Context: an optimization exercise on an open-source flow, tuned for small area and a short achievable clock period. The choices shown serve that exercise and are no tape-out recipe. RTL that was checked went through simulation tests only; none was proved equivalent to the original.

==> job 5674 <==
## Controller
module Controller (CLK, reset, busIn, instrIn, imemAddr, out);
input CLK;
input reset;
input [31:0] busIn;
input [15:0] instrIn;
output [15:0] imemAddr;
output [106:0] out;
reg [15:0] pc;
reg [31:0] acc;
reg mode;
wire [7:0] op  = instrIn[15:8];
wire [7:0] imm = instrIn[7:0];
wire lo_ok  = (op[7:4] == 4'h0);       
wire hi_ok  = (op[7:4] == 4'h1);       
wire [3:0] o = op[3:0];
wire o_br   = hi_ok & (o == 4'h0);
wire o_brz  = hi_ok & (o == 4'h1);
wire o_brnz = hi_ok & (o == 4'h2);
wire o_exit = hi_ok & (o == 4'h3);
wire o_st   = lo_ok & (o == 4'h9);
wire busform = lo_ok & ((o == 4'h1) | (o == 4'h3) | (o == 4'h7) | (o == 4'ha) | (o == 4'hc) | (o == 4'he));
wire m0 = ~mode;
wire [31:0] b = mode ? busIn : {24'b0, imm};
wire sub = mode ? (op[1] & op[0]) : (op[2] & ~op[0]);
wire [31:0] bx = b ^ {32{sub}};
wire [31:0] p0 = acc ^ bx;
wire [31:0] g0 = acc & bx;
wire [31:0] sum;
wire [31:0] cin_v;    
add32 u_add (.a(acc), .b(bx), .cin(sub), .s(sum), .c(cin_v));
function [31:0] rev32(input [31:0] x);
  integer k;
  for (k = 0; k < 32; k = k + 1) rev32[k] = x[31-k];
endfunction
wire dir_l = op[0];                  
wire [31:0] sh_in = dir_l ? acc : rev32(acc);
wire [31:0] x4 = sh_in << imm[3:0];
wire n4 = imm[4];
reg f_add, f_shl, f_shr;
reg [3:0] f_t;
always @* begin
  {f_add, f_shl, f_shr} = 3'b0;
  f_t = 4'b1100;                                   
  if (mode)
    case (o)
      4'h1, 4'h3: begin f_add = 1'b1; f_t = 4'b0110; end    
  ...
clock: 9.0 ns
lec_check: 0
abc_area: 1
cap_margin: 20
core_margin: 2
core_utilization: 45
setup_slack_margin: 2.5
slew_margin: 20
standard.sh (not shown) runs the stock make flow with config.mk's settings and CLKGATE_MAP_FILE= SYNTH_SCRIPT=/design/flow/synth_recipe.tcl, a recipe that flattens the netlist after the stock synthesis.
==> flow/flow/run.sh <==
#!/bin/bash
# Own layout flow: the standard ORFS flow with two changes.
#  - Synthesis: ADDER_MAP_FILE is left empty, so Yosys does not extract full/half adder cells
#    before ABC and ABC maps the adders' gates itself (faster, no larger). Everything else in
#    the standard synthesis, and so every register, its name and cell type, is unchanged.
#  - Placement: every port still gets a buffer, but sky130_fd_sc_hd__buf_1 instead of the delay
#    cell buffer_ports picks by default; the resizer upsizes these where timing needs it.
# Each step's full log is under orfs/logs/; make's own output goes to standard_finish.log.
set -euo pipefail
export BUFFER_PORTS_ARGS="-buffer_cell sky130_fd_sc_hd__buf_1"
bash standard.sh ADDER_MAP_FILE= finish > standard_finish.log 2>&1
==> inputs of job 1448, as changes to job 5674 <==
--- a/flow/design.v
+++ b/flow/design.v
@@ -6,76 +6,69 @@
 output [15:0] imemAddr;
 output [106:0] out;
 reg [15:0] pc;
 reg [31:0] acc;
 reg mode;
 wire [7:0] op  = instrIn[15:8];
 wire [7:0] imm = instrIn[7:0];
-wire lo_ok  = (op[7:4] == 4'h0);       
-wire hi_ok  = (op[7:4] == 4'h1);       
-wire [3:0] o = op[3:0];
-wire o_br   = hi_ok & (o == 4'h0);
-wire o_brz  = hi_ok & (o == 4'h1);
-wire o_brnz = hi_ok & (o == 4'h2);
-wire o_exit = hi_ok & (o == 4'h3);
-wire o_st   = lo_ok & (o == 4'h9);
-wire busform = lo_ok & ((o == 4'h1) | (o == 4'h3) | (o == 4'h7) | (o == 4'ha) | (o == 4'hc) | (o == 4'he));
+wire hi0    = (op[7:5] == 3'b000);
+wire grp0   = hi0 & ~op[4];            
+wire grp1   = hi0 &  op[4];            
+wire o_add  = grp0 & (op[3:0] == 4'h1);
+wire o_addi = grp0 & (op[3:0] == 4'h2);
+wire o_sub  = grp0 & (op[3:0] == 4'h3);
+wire o_subi = grp0 & (op[3:0] == 4'h4);
+wire o_shl  = grp0 & (op[3:0] == 4'h5);
+wire o_shr  = grp0 & (op[3:0] == 4'h6);
+wire o_ld   = grp0 & (op[3:0] == 4'h7);
+wire o_ldi  = grp0 & (op[3:0] == 4'h8);
+wire o_st   = grp0 & (op[3:0] == 4'h9);
+wire o_and  = grp0 & (op[3:0] == 4'ha);
+wire o_andi = grp0 & (op[3:0] == 4'hb);
+wire o_or   = grp0 & (op[3:0] == 4'hc);
+wire o_ori  = grp0 & (op[3:0] == 4'hd);
+wire o_xor  = grp0 & (op[3:0] == 4'he);
+wire o_xori = grp0 & (op[3:0] == 4'hf);
+wire o_br   = grp1 & (op[3:0] == 4'h0);
+wire o_brz  = grp1 & (op[3:0] == 4'h1);
+wire o_brnz = grp1 & (op[3:0] == 4'h2);
+wire o_exit = grp1 & (op[3:0] == 4'h3);
+wire busform = o_add | o_sub | o_ld | o_and | o_or | o_xor;
 wire m0 = ~mode;
 wire [31:0] b = mode ? busIn : {24'b0, imm};
 wire sub = mode ? (op[1] & op[0]) : (op[2] & ~op[0]);
 wire [31:0] bx = b ^ {32{sub}};
 wire [31:0] p0 = acc ^ bx;
 wire [31:0] g0 = acc & bx;
 wire [31:0] sum;
-wire [31:0] cin_v;    
-add32 u_add (.a(acc), .b(bx), .cin(sub), .s(sum), .c(cin_v));
+add32 u_add (.a(acc), .b(bx), .cin(sub), .s(sum));
 function [31:0] rev32(input [31:0] x);
   integer k;
   for (k = 0; k < 32; k = k + 1) rev32[k] = x[31-k];
 endfunction
 wire dir_l = op[0];                  
 wire [31:0] sh_in = dir_l ? acc : rev32(acc);
-wire [31:0] x4 = sh_in << imm[3:0];
-wire n4 = imm[4];
-reg f_add, f_shl, f_shr;
-reg [3:0] f_t;
-always @* begin
-  {f_add, f_shl, f_shr} = 3'b0;
-  f_t = 4'b1100;                                   
-  if (mode)
-    case (o)
-      4'h1, 4'h3: begin f_add = 1'b1; f_t = 4'b0110; end    
-      4'h7: f_t = 4'b0101;                         
-      4'ha: f_t = 4'b1000;                         
-      4'hc: f_t = 4'b1110;                         
-      4'he: f_t = 4'b0110;                         
-      default: ;
-    endcase
-  else
-    case (o)
-      4'h2, 4'h4: begin f_add = 1'b1; f_t = 4'b0110; end
-      4'h5: begin f_shl = 1'b1; f_t = 4'b0000; end
-      4'h6: begin f_shr = 1'b1; f_t = 4'b0000; end
-      4'h8: f_t = 4'b1010;                         
-      4'hb: f_t = 4'b1000;
-      4'hd: f_t = 4'b1110;
-      4'hf: f_t = 4'b0110;
-      default: ;
-    endcase
-end
-wire s_add  = lo_ok & f_add;
-wire s_shl  = lo_ok & f_shl;
-wire s_shr  = lo_ok & f_shr;
-wire [3:0] t = lo_ok ? f_t : 4'b1100;
-wire [31:0] lut = (~acc & ~bx & {32{t[0]}}) | (~acc & bx & {32{t[1]}}) | (acc & ~bx & {32{t[2]}}) | (acc & bx & {32{t[3]}});
-wire [31:0] acc_n = (lut ^ ({32{s_add}} & cin_v))
-                  | ({32{s_shl & ~n4}} & x4)
-                  | ({32{s_shl &  n4}} & {x4[15:0], 16'b0})
-                  | ({32{s_shr & ~n4}} & rev32(x4))
-                  | ({32{s_shr &  n4}} & {16'b0, rev32({x4[15:0], 16'b0})} );
+wire [31:0] sh = sh_in << imm[4:0];
+wire s_add = mode ? (o_add | o_sub) : (o_addi | o_subi);
+wire s_shl = m0 & o_shl;
+wire s_shr = m0 & o_shr;
+wire s_ld  = mode ? o_ld  : o_ldi;
+wire s_and = mode ? o_and : o_andi;
+wire s_or  = mode ? o_or  : o_ori;
+wire s_xor = mode ? o_xor : o_xori;
+wire s_keep = ~(s_add | s_shl | s_shr | s_ld | s_and | s_or | s_xor);
+wire s_g = s_and | s_or;
+wire s_p = s_xor | s_or;
+wire [31:0] acc_n = ({32{s_add}} & sum)
+                  | ({32{s_shl}} & sh)
+                  | ({32{s_shr}} & rev32(sh))
+                  | ({32{s_ld}}  & b)
+                  | ({32{s_g}}   & g0)
+                  | ({32{s_p}}   & p0)
+                  | ({32{s_keep}} & acc);
 wire zero  = ~|acc;
 wire taken = m0 & (o_br | (o_brz & zero) | (o_brnz & ~zero));
 wire hold  = m0 & busform;
 wire [7:0] inc_lo = taken ? imm : {7'b0, ~hold};
 wire neg = taken & imm[7];
 wire [7:0] lp = pc[7:0] ^ inc_lo;
 wire [7:0] lg = pc[7:0] & inc_lo;
@@ -123,15 +116,15 @@
     mode <= 1'b0;
   end else begin
     pc   <= pc_n;
     acc  <= acc_n;
     mode <= rd;
   end
 endmodule
-module add32(input [31:0] a, input [31:0] b, input cin, output [31:0] s, output [31:0] c);
+module add32(input [31:0] a, input [31:0] b, input cin, output [31:0] s);
 wire [31:0] p0 = a ^ b;
 wire [31:0] g0 = a & b;
 wire gc0 = g0[0] | (p0[0] & cin);
 wire g_0 = g0[1] | (p0[1] & gc0);
 wire g_1 = g0[3] | (p0[3] & g0[2]);
 wire p_1 = p0[3] & p0[2];
 wire g_2 = g0[5] | (p0[5] & g0[4]);
@@ -211,71 +204,39 @@
 wire g_51 = g0[20] | (p0[20] & g_33);
 wire g_52 = g0[22] | (p0[22] & g_39);
 wire g_53 = g0[24] | (p0[24] & g_31);
 wire g_54 = g0[26] | (p0[26] & g_40);
 wire g_55 = g0[28] | (p0[28] & g_34);
 wire g_56 = g0[30] | (p0[30] & g_41);
 assign s[0] = p0[0] ^ cin;
-assign c[0] = cin;
 assign s[1] = p0[1] ^ gc0;
-assign c[1] = gc0;
 assign s[2] = p0[2] ^ g_0;
-assign c[2] = g_0;
 assign s[3] = p0[3] ^ g_42;
-assign c[3] = g_42;
 assign s[4] = p0[4] ^ g_16;
-assign c[4] = g_16;
 assign s[5] = p0[5] ^ g_43;
-assign c[5] = g_43;
 assign s[6] = p0[6] ^ g_35;
-assign c[6] = g_35;
 assign s[7] = p0[7] ^ g_44;
-assign c[7] = g_44;
 assign s[8] = p0[8] ^ g_24;
-assign c[8] = g_24;
 assign s[9] = p0[9] ^ g_45;
-assign c[9] = g_45;
 assign s[10] = p0[10] ^ g_36;
-assign c[10] = g_36;
 assign s[11] = p0[11] ^ g_46;
-assign c[11] = g_46;
 assign s[12] = p0[12] ^ g_32;
-assign c[12] = g_32;
 assign s[13] = p0[13] ^ g_47;
-assign c[13] = g_47;
 assign s[14] = p0[14] ^ g_37;
-assign c[14] = g_37;
 assign s[15] = p0[15] ^ g_48;
-assign c[15] = g_48;
 assign s[16] = p0[16] ^ g_28;
-assign c[16] = g_28;
 assign s[17] = p0[17] ^ g_49;
-assign c[17] = g_49;
 assign s[18] = p0[18] ^ g_38;
-assign c[18] = g_38;
 assign s[19] = p0[19] ^ g_50;
-assign c[19] = g_50;
 assign s[20] = p0[20] ^ g_33;
-assign c[20] = g_33;
 assign s[21] = p0[21] ^ g_51;
-assign c[21] = g_51;
 assign s[22] = p0[22] ^ g_39;
-assign c[22] = g_39;
 assign s[23] = p0[23] ^ g_52;
-assign c[23] = g_52;
 assign s[24] = p0[24] ^ g_31;
-assign c[24] = g_31;
 assign s[25] = p0[25] ^ g_53;
-assign c[25] = g_53;
 assign s[26] = p0[26] ^ g_40;
-assign c[26] = g_40;
 assign s[27] = p0[27] ^ g_54;
-assign c[27] = g_54;
 assign s[28] = p0[28] ^ g_34;
-assign c[28] = g_34;
 assign s[29] = p0[29] ^ g_55;
-assign c[29] = g_55;
 assign s[30] = p0[30] ^ g_41;
-assign c[30] = g_41;
 assign s[31] = p0[31] ^ g_56;
-assign c[31] = g_56;
 endmodule
CORE_UTILIZATION = 30   (was 45)
SETUP_SLACK_MARGIN = 1   (was 2.5)
==> inputs of job 5993, as changes to job 5674 <==
--- a/flow/design.v
+++ b/flow/design.v
@@ -22,60 +22,63 @@
 wire m0 = ~mode;
 wire [31:0] b = mode ? busIn : {24'b0, imm};
 wire sub = mode ? (op[1] & op[0]) : (op[2] & ~op[0]);
 wire [31:0] bx = b ^ {32{sub}};
 wire [31:0] p0 = acc ^ bx;
 wire [31:0] g0 = acc & bx;
 wire [31:0] sum;
-wire [31:0] cin_v;    
-add32 u_add (.a(acc), .b(bx), .cin(sub), .s(sum), .c(cin_v));
+add32 u_add (.a(acc), .b(bx), .cin(sub), .s(sum));
 function [31:0] rev32(input [31:0] x);
   integer k;
   for (k = 0; k < 32; k = k + 1) rev32[k] = x[31-k];
 endfunction
 wire dir_l = op[0];                  
 wire [31:0] sh_in = dir_l ? acc : rev32(acc);
 wire [31:0] x4 = sh_in << imm[3:0];
 wire n4 = imm[4];
-reg f_add, f_shl, f_shr;
-reg [3:0] f_t;
+reg f_add, f_shl, f_shr, f_ld, f_g, f_p, f_keep;
 always @* begin
-  {f_add, f_shl, f_shr} = 3'b0;
-  f_t = 4'b1100;                                   
+  {f_add, f_shl, f_shr, f_ld, f_g, f_p, f_keep} = 7'b0;
   if (mode)
     case (o)
-      4'h1, 4'h3: begin f_add = 1'b1; f_t = 4'b0110; end    
-      4'h7: f_t = 4'b0101;                         
-      4'ha: f_t = 4'b1000;                         
-      4'hc: f_t = 4'b1110;                         
-      4'he: f_t = 4'b0110;                         
-      default: ;
+      4'h1, 4'h3: f_add = 1'b1;
+      4'h7: f_ld = 1'b1;
+      4'ha: f_g = 1'b1;
+      4'hc: begin f_g = 1'b1; f_p = 1'b1; end
+      4'he: f_p = 1'b1;
+      default: f_keep = 1'b1;
     endcase
   else
     case (o)
-      4'h2, 4'h4: begin f_add = 1'b1; f_t = 4'b0110; end
-      4'h5: begin f_shl = 1'b1; f_t = 4'b0000; end
-      4'h6: begin f_shr = 1'b1; f_t = 4'b0000; end
-      4'h8: f_t = 4'b1010;                         
-      4'hb: f_t = 4'b1000;
-      4'hd: f_t = 4'b1110;
-      4'hf: f_t = 4'b0110;
-      default: ;
+      4'h2, 4'h4: f_add = 1'b1;
+      4'h5: f_shl = 1'b1;
+      4'h6: f_shr = 1'b1;
+      4'h8: f_ld = 1'b1;
+      4'hb: f_g = 1'b1;
+      4'hd: begin f_g = 1'b1; f_p = 1'b1; end
+      4'hf: f_p = 1'b1;
+      default: f_keep = 1'b1;
     endcase
 end
 wire s_add  = lo_ok & f_add;
 wire s_shl  = lo_ok & f_shl;
 wire s_shr  = lo_ok & f_shr;
-wire [3:0] t = lo_ok ? f_t : 4'b1100;
-wire [31:0] lut = (~acc & ~bx & {32{t[0]}}) | (~acc & bx & {32{t[1]}}) | (acc & ~bx & {32{t[2]}}) | (acc & bx & {32{t[3]}});
-wire [31:0] acc_n = (lut ^ ({32{s_add}} & cin_v))
+wire s_ld   = lo_ok & f_ld;
+wire s_g    = lo_ok & f_g;
+wire s_p    = lo_ok & f_p;
+wire s_keep = ~lo_ok | f_keep;
+wire [31:0] acc_n = ({32{s_add}} & sum)
                   | ({32{s_shl & ~n4}} & x4)
                   | ({32{s_shl &  n4}} & {x4[15:0], 16'b0})
                   | ({32{s_shr & ~n4}} & rev32(x4))
-                  | ({32{s_shr &  n4}} & {16'b0, rev32({x4[15:0], 16'b0})} );
+                  | ({32{s_shr &  n4}} & {16'b0, rev32({x4[15:0], 16'b0})} )
+                  | ({32{s_ld}}  & b)
+                  | ({32{s_g}}   & g0)
+                  | ({32{s_p}}   & p0)
+                  | ({32{s_keep}} & acc);
 wire zero  = ~|acc;
 wire taken = m0 & (o_br | (o_brz & zero) | (o_brnz & ~zero));
 wire hold  = m0 & busform;
 wire [7:0] inc_lo = taken ? imm : {7'b0, ~hold};
 wire neg = taken & imm[7];
 wire [7:0] lp = pc[7:0] ^ inc_lo;
 wire [7:0] lg = pc[7:0] & inc_lo;
@@ -123,15 +126,15 @@
     mode <= 1'b0;
   end else begin
     pc   <= pc_n;
     acc  <= acc_n;
     mode <= rd;
   end
 endmodule
-module add32(input [31:0] a, input [31:0] b, input cin, output [31:0] s, output [31:0] c);
+module add32(input [31:0] a, input [31:0] b, input cin, output [31:0] s);
 wire [31:0] p0 = a ^ b;
 wire [31:0] g0 = a & b;
 wire gc0 = g0[0] | (p0[0] & cin);
 wire g_0 = g0[1] | (p0[1] & gc0);
 wire g_1 = g0[3] | (p0[3] & g0[2]);
 wire p_1 = p0[3] & p0[2];
 wire g_2 = g0[5] | (p0[5] & g0[4]);
@@ -211,71 +214,39 @@
 wire g_51 = g0[20] | (p0[20] & g_33);
 wire g_52 = g0[22] | (p0[22] & g_39);
 wire g_53 = g0[24] | (p0[24] & g_31);
 wire g_54 = g0[26] | (p0[26] & g_40);
 wire g_55 = g0[28] | (p0[28] & g_34);
 wire g_56 = g0[30] | (p0[30] & g_41);
 assign s[0] = p0[0] ^ cin;
-assign c[0] = cin;
 assign s[1] = p0[1] ^ gc0;
-assign c[1] = gc0;
 assign s[2] = p0[2] ^ g_0;
-assign c[2] = g_0;
 assign s[3] = p0[3] ^ g_42;
-assign c[3] = g_42;
 assign s[4] = p0[4] ^ g_16;
-assign c[4] = g_16;
 assign s[5] = p0[5] ^ g_43;
-assign c[5] = g_43;
 assign s[6] = p0[6] ^ g_35;
-assign c[6] = g_35;
 assign s[7] = p0[7] ^ g_44;
-assign c[7] = g_44;
 assign s[8] = p0[8] ^ g_24;
-assign c[8] = g_24;
 assign s[9] = p0[9] ^ g_45;
-assign c[9] = g_45;
 assign s[10] = p0[10] ^ g_36;
-assign c[10] = g_36;
 assign s[11] = p0[11] ^ g_46;
-assign c[11] = g_46;
 assign s[12] = p0[12] ^ g_32;
-assign c[12] = g_32;
 assign s[13] = p0[13] ^ g_47;
-assign c[13] = g_47;
 assign s[14] = p0[14] ^ g_37;
-assign c[14] = g_37;
 assign s[15] = p0[15] ^ g_48;
-assign c[15] = g_48;
 assign s[16] = p0[16] ^ g_28;
-assign c[16] = g_28;
 assign s[17] = p0[17] ^ g_49;
-assign c[17] = g_49;
 assign s[18] = p0[18] ^ g_38;
-assign c[18] = g_38;
 assign s[19] = p0[19] ^ g_50;
-assign c[19] = g_50;
 assign s[20] = p0[20] ^ g_33;
-assign c[20] = g_33;
 assign s[21] = p0[21] ^ g_51;
-assign c[21] = g_51;
 assign s[22] = p0[22] ^ g_39;
-assign c[22] = g_39;
 assign s[23] = p0[23] ^ g_52;
-assign c[23] = g_52;
 assign s[24] = p0[24] ^ g_31;
-assign c[24] = g_31;
 assign s[25] = p0[25] ^ g_53;
-assign c[25] = g_53;
 assign s[26] = p0[26] ^ g_40;
-assign c[26] = g_40;
 assign s[27] = p0[27] ^ g_54;
-assign c[27] = g_54;
 assign s[28] = p0[28] ^ g_34;
-assign c[28] = g_34;
 assign s[29] = p0[29] ^ g_55;
-assign c[29] = g_55;
 assign s[30] = p0[30] ^ g_41;
-assign c[30] = g_41;
 assign s[31] = p0[31] ^ g_56;
-assign c[31] = g_56;
 endmodule
==> flow/flow/run.sh (replaced) <==
#!/bin/bash
# Own layout flow: the standard ORFS flow (standard.sh) with these changes.
#  - Synthesis: ADDER_MAP_FILE is left empty, so Yosys does not extract full/half adder cells
#    before ABC, and ABC maps the combinational logic with flow/abc.script (an area-oriented
#    mapping) through flow/abc_wrap.tcl, which otherwise runs synth_recipe.tcl unchanged. The
#    registers, their names and cell types are those of the standard synthesis.
#  - Placement: every port still gets a buffer, but sky130_fd_sc_hd__buf_1 instead of the delay
#    cell buffer_ports picks by default; the resizer upsizes these where timing needs it.
# Each step's full log is under orfs/logs/; make's own output goes to standard_finish.log.
set -euo pipefail
here=$(pwd)
export BUFFER_PORTS_ARGS="-buffer_cell sky130_fd_sc_hd__buf_1"
export MY_ABC_SCRIPT="$here/flow/abc.script"
export FLOW_SYNTH_TCL="$here/synth_recipe.tcl"
bash standard.sh ADDER_MAP_FILE= SYNTH_SCRIPT="$here/flow/abc_wrap.tcl" finish > standard_finish.log 2>&1
==> flow/flow/abc.script (new file) <==
strash
dch
amap
topo
stime -c
buffer -c
upsize -c
dnsize -c
==> flow/flow/abc_wrap.tcl (new file) <==
# The standard flow's synthesis (synth_recipe.tcl, unchanged) with one change: the ABC call that maps the
# combinational logic uses flow/abc.script instead of ORFS's abc_area.script. Every other
# argument of that call, and every other step, is as in the standard synthesis.
proc abc {args} {
  set i [lsearch -exact $args -script]
  if {$i >= 0} { lset args [expr {$i + 1}] $::env(MY_ABC_SCRIPT) }
  yosys abc {*}$args
}
source $::env(FLOW_SYNTH_TCL)
==> impl_metrics.yaml <==
die:
  die_y_um: 167.6
  initial_utilization_pct: 30.72
  tapcell.inserted: 335
hold_path:
  holdPathEnd: "pc[15]"
outcome:
  outcome: "no timing/DRC/antenna violations"
logic_synthesis:
  synth_compound_gate_area_share_pct: 23.22
  post_synth_xor_area_fraction_pct: 1.714
  synth_top_family_by_area: "simple AND/OR/NAND/NOR gates"
layout:
  layout_commonest_cell: "sky130_fd_sc_hd__nand2_1"
  synthToLayoutAreaGrowth_pct: 10.51
  multi_input_gates: 1195
routing:
  routed-via-count: 10600
  wl_per_cell_um: 18.33
sta:
  final.min_clock_period_ps: 7510
  transition_time_at_the_pin_with_the_least_slew_margin_ps: 1113
cts:
  cts.repair_timing.setup_buffer_count: 0
power_and_ir_drop:
  comb_group_uw: 214
  power.share.clock_pct: 34.1
[end of results for job 1448]
==> impl_metrics.yaml <==
hold_path:
  holdPathEnd: "pc[0]"
logic_synthesis:
  synth_top_family_by_area: "compound AO/OA/AOI/OAI gates"
  synth_compound_gate_area_share_pct: 41.54
  post_synth_xor_area_fraction_pct: 0
layout:
  layout_commonest_cell: "sky130_fd_sc_hd__nor2_1"
  multi_input_gates: 912
power_and_ir_drop:
  comb_group_uw: 285
sta:
  transition_time_at_the_pin_with_the_least_slew_margin_ps: 1021
  final.min_clock_period_ps: 8151
outcome:
  outcome: "no timing/DRC/antenna violations"
routing:
  routed-via-count: 9941
  wl_per_cell_um: 21.38
cts:
  cts.repair_timing.setup_buffer_count: 56
die:
  die_y_um: 126.8
  tapcell.inserted: 184
[end of results for job 5993]
==> impl_metrics.yaml <==
logic_synthesis:
  post_synth_xor_area_fraction_pct: 2.212
  synth_top_family_by_area: "simple AND/OR/NAND/NOR gates"
  synth_compound_gate_area_share_pct: 23.67
layout:
  layout_commonest_cell: "sky130_fd_sc_hd__nand2_1"
  synthToLayoutAreaGrowth_pct: 12.43
  multi_input_gates: 1195
sta:
  final.min_clock_period_ps: 6466
  transition_time_at_the_pin_with_the_least_slew_margin_ps: 1114
routing:
  routed-via-count: 10790
power_and_ir_drop:
  comb_group_uw: 261
die:
  tapcell.inserted: 229
outcome:
  outcome: "no timing/DRC/antenna violations"
cts:
  cts.repair_timing.setup_buffer_count: 0
[end of results for job 5674]
Function not checked in job 5674: the RTL went through the layout flow alone.

[re-timing with driven ports]
The flow's constraints put no driver on any port. The routed layouts listed below were extracted and timed again, unchanged, in two steps.
Step 1 assumes that a clkbuf_16 drives the clock port and a buf_2 every other input.
Step 2 also shifts input and output timing later by t, the mid clock arrival at the registers, as if the neighbouring blocks saw the same clock.
Three values: ideal, step 1, step 2; two values: the first two.
run	t (ns)	setup slack, ns	worst slew at a driven data input, ns
job 5674	0.365	2.534 / 2.512 / 2.512	0.04
job 1448	0.358	1.490 / 1.469 / 1.469	0.06
job 5993	0.354	0.849 / 0.810 / 0.810	0.06
After both steps setup and hold are still met in every run listed. For job 5993, which loses most, drivers alone change the setup slack by -0.039 ns; drivers and shift together by -0.039 ns.
